From an optimization exercise on the open Yosys and OpenROAD flow, aimed at small area and a short achievable clock period; shortcuts taken in it are not production practice.
Function was checked by simulation only, so behaviour that the tests miss may differ from the original.
The clock input has no modelled driver; a real chip could not lean on it and would need a root buffer or a full tree.
Power and IR drop assume default switching activity.

Setup of run a:
// fifo_sync
module fifo_sync(clk,rst,wen,ren,data_in,data_out,full,empty);
==> flow/config.mk <==
export PLATFORM = sky130hd
export DESIGN_NAME = fifo_sync
export DESIGN_NICKNAME = fifo_sync
export VERILOG_FILES = /design/flow/design.v
export SDC_FILE = /design/flow/constraint.sdc
export NUM_CORES = 4
export LEC_CHECK = 0
export CAP_MARGIN = 20
export CORE_MARGIN = 2
export CORE_UTILIZATION = 65
export SETUP_SLACK_MARGIN = 0.8
export SLEW_MARGIN = 20
==> flow/constraint.sdc <==
create_clock -name core_clock -period 2.0 [get_ports {clk}]
set_input_delay 0.4000 -clock core_clock [delete_from_list [all_inputs] [get_ports {clk}]]
set_output_delay 0.4000 -clock core_clock [all_outputs]
set_load 0.01 [all_outputs]
standard.sh (not shown) runs the stock make flow with config.mk's settings and CLKGATE_MAP_FILE= SYNTH_SCRIPT=/design/flow/synth_recipe.tcl, a recipe that flattens the netlist after the stock synthesis.
==> flow/flow/run.sh <==
#!/bin/bash
# Standard layout, with the output-port buffers made ordinary buffers after
# global placement (the standard port buffering picks a slow delay cell).
set -uo pipefail
here=$(pwd)
bash standard.sh finish POST_GLOBAL_PLACE_TCL="$here/flow/outbuf.tcl" > "$here/standard.log" 2>&1
==> flow/flow/outbuf.tcl <==
# Output-port buffers become buf_2.
foreach inst [get_cells output*] {
  replace_cell $inst sky130_fd_sc_hd__buf_2
}
puts "outbuf.tcl: resized [llength [get_cells output*]] output buffers"
From the logs: run a reached the end of the flow and failed the layout checks with setup timing.
Here is what was changed in the inputs of run b compared with run a.
# run a
export LEC_CHECK = 0
export CAP_MARGIN = 20
export CORE_MARGIN = 2
export CORE_UTILIZATION = 65
export SETUP_SLACK_MARGIN = 0.8
export SLEW_MARGIN = 20
create_clock -name core_clock -period 2.0 [get_ports {clk}]
# run b
export LEC_CHECK = 0
export CAP_MARGIN = 20
export CORE_MARGIN = 2
export CORE_UTILIZATION = 65
export SETUP_SLACK_MARGIN = 0.5
export SLEW_MARGIN = 20
create_clock -name core_clock -period 2.0 [get_ports {clk}]
Notes after the runs:
- In summary, run b completed successfully, with a layout that passed the timing, design-rule and antenna checks.
- Relative to run a, the via count measured on run b has decreased by more than 10%.
- Compare run a and run b | clock latency of the later-clocked register in the worst-skew pair lower: run b
- Run b against run a; sequential power is down slightly.

* * *

job 5252:
The RTL this note starts from:
==> flow/design.v <==
module fifo_sync(clk,rst,wen,ren,data_in,data_out,full,empty);
  input clk;
  input rst;
  input wen;
  input ren;
  input [31 : 0] data_in;
  output reg [31 : 0] data_out;
  output reg full, empty;
  reg [31:0] mem [7:0];
  reg [7:0] wsel;    
  reg [7:0] rsel;    
  reg [7:1] cnt;     
  reg nfull;         
  reg nempty;        
  integer i;
  always @(posedge clk)
    for (i = 0; i < 8; i = i + 1)
      if (wsel[i])
        mem[i] <= data_in;
  reg [31:0] head;
  always @* begin
    head = 32'd0;
    for (i = 0; i < 8; i = i + 1)
      head = head | ({32{rsel[i]}} & mem[i]);
  end
  wire take = ~rst & ren & nempty;
  wire hold = ~rst & (~ren | ~nempty);
  always @(posedge clk)
    data_out <= ({32{take}} & head) | ({32{hold}} & data_out);
  wire [8:0] c = {~nfull, cnt, ~nempty};
  wire inc  = wen & ~ren;         
  wire dec  = ren & ~wen;         
  wire same = ~(wen ^ ren);       
  reg [8:0] c_n;
  always @* begin
    c_n[0] = (c[1] & dec) | (c[0] & ~wen);
    for (i = 1; i < 8; i = i + 1)
      c_n[i] = (c[i-1] & (i == 1 ? wen : inc)) |
               (c[i+1] & (i == 7 ? ren : dec)) |
               (c[i] & same);
    c_n[8] = (c[7] & inc) | (c[8] & ~ren);
  end
  wire [7:0] wprev = {wsel[6:0], wsel[7]};
  wire [7:0] rnext = {rsel[6:0], rsel[7]};
  wire [7:0] wsel_n = ({8{wen & ~(c[7] & ~ren)}} & wprev) |
                      ({8{~wen}} & wsel) |
                      ({8{c[8] & ren}} & rsel);
  always @(posedge clk) begin
    if (rst) begin
      wsel   <= 8'd1;
      rsel   <= 8'd1;
      cnt    <= 7'd0;
      full   <= 1'b0;
      empty  <= 1'b1;
      nfull  <= 1'b1;
      nempty <= 1'b0;
    end else begin
      wsel   <= wsel_n;
      if (ren & nempty) rsel <= rnext;
      cnt    <= c_n[7:1];
      full   <= c_n[8];
      empty  <= c_n[0];
      nfull  <= ~c_n[8];
      nempty <= ~c_n[0];
    end
  end
endmodule
clock: 2.0 ns
lec_check: 0
cap_margin: 20
core_margin: 2
core_utilization: 70
setup_slack_margin: 0.7
slew_margin: 20
tns_end_percent: 5
==> flow/flow/run.sh <==
#!/bin/bash
# The standard layout, with three changes:
#  - port buffers become plain buffers after global placement (iobuf.tcl);
#  - CTS without dummy loads, in clusters of at most 28 sinks;
#  - after CTS the clock port drives four branch buffers directly instead of
#    a root buffer and two branch buffers (post_cts.tcl, retree.tcl).
set -uo pipefail
here=$(pwd)
bash standard.sh finish \
  POST_GLOBAL_PLACE_TCL="$here/flow/iobuf.tcl" \
  POST_CTS_TCL="$here/flow/post_cts.tcl" \
  CTS_ARGS="-sink_clustering_enable -repair_clock_nets -sink_clustering_size 28 -sink_clustering_max_diameter 80 -dont_use_dummy_load" \
  > "$here/standard.log" 2>&1
==> flow/flow/post_cts.tcl <==
# After CTS: rebuild the top of the clock tree (retree.tcl), legalize, and
# repair timing again with the new clock arrival times.
source [file join [file dirname [info script]] retree.tcl]
detailed_placement
estimate_parasitics -placement
repair_timing -setup_margin $::env(SETUP_SLACK_MARGIN) -hold_margin $::env(HOLD_SLACK_MARGIN) -repair_tns $::env(TNS_END_PERCENT) -verbose
detailed_placement
check_placement -verbose
estimate_parasitics -placement
report_clock_latency -clock core_clock
Other scripts of this flow, unchanged in this note and not shown: flow/flow/iobuf.tcl, flow/flow/retree.tcl
What job 7413 does differently from job 5252 at the input level:
Settings: swapping 0.7 for 1.0 in SETUP_SLACK_MARGIN; swapping 70 for 65 in CORE_UTILIZATION.
--- outcome ---
- Job 7413 against job 5252: cell area after layout increased by about 7% relative to the old numbers, final setup slack of the worst path increased by 0.084 ns relative to the old numbers.
- Delta (job 7413 minus job 5252): combinational cell fraction of total power went up 1.2 points; internal power of the cells increased 84 uW.
- As far as post-synthesis adder-cell area fraction goes, job 5252 and job 7413 are indistinguishable; the numbers are identical.
- Job 5252 -> job 7413: count of flip-flops with a built-in enable after synthesis delta 0, exact match
The inputs of job 6501 differ from those of job 7413 as listed below.
Settings: swapping 1.0 for 0.75 in SETUP_SLACK_MARGIN.
Notes after the runs:
Compared job 6501 vs job 7413, and global-route wire length before repair is down in job 6501.
On post-route cell area, job 7413 loses to job 6501.
Lower worst setup slack was reported by job 6501, not job 7413.
Sequential share of layout area came out higher on job 6501 than on job 7413.
When job 6501 is set beside job 7413, its final clock period utilization by the worst path turns out to be 2.1 points larger.
Changes observed in job 6501 relative to job 7413: utilization lower, number of top-level pins roughly the same.

==> what the ideal ports hide <==
The flow's constraints put no driver on any port. The routed layouts listed below were extracted and timed again, unchanged, in two steps.
Step 1 assumes that a clkbuf_16 drives the clock port and a buf_2 every other input.
Step 2 also shifts input and output timing later by t, the mid clock arrival at the registers, as if the neighbouring blocks saw the same clock.
a / b / c = no drivers / after step 1 / after step 2; a / b = the first two.
| run | t, ns | setup WS [ns] | worst hold slack (ns) | worst data-port slew with drivers (ns) |
|---|---|---|---|---|
| run a | 0.595 | -0.127 / -0.127 / -0.138 | 0.459 / 0.459 / 0.459 | 0.19 |
| run b | 0.572 | 0.493 / 0.488 / 0.130 | 0.413 / 0.397 / 0.440 | 0.05 |
| job 5252 | 0.381 | 0.702 / 0.702 / 0.428 | 0.419 / 0.355 / 0.480 | 0.06 |
| job 7413 | 0.390 | 0.786 / 0.692 / 0.506 | 0.426 / 0.352 / 0.483 | 0.07 |
| job 6501 | 0.380 | 0.744 / 0.710 / 0.479 | 0.435 / 0.363 / 0.477 | 0.07 |
The setup slack of run b, which loses most, moves by -0.005 ns with the drivers and by -0.363 ns with both steps.
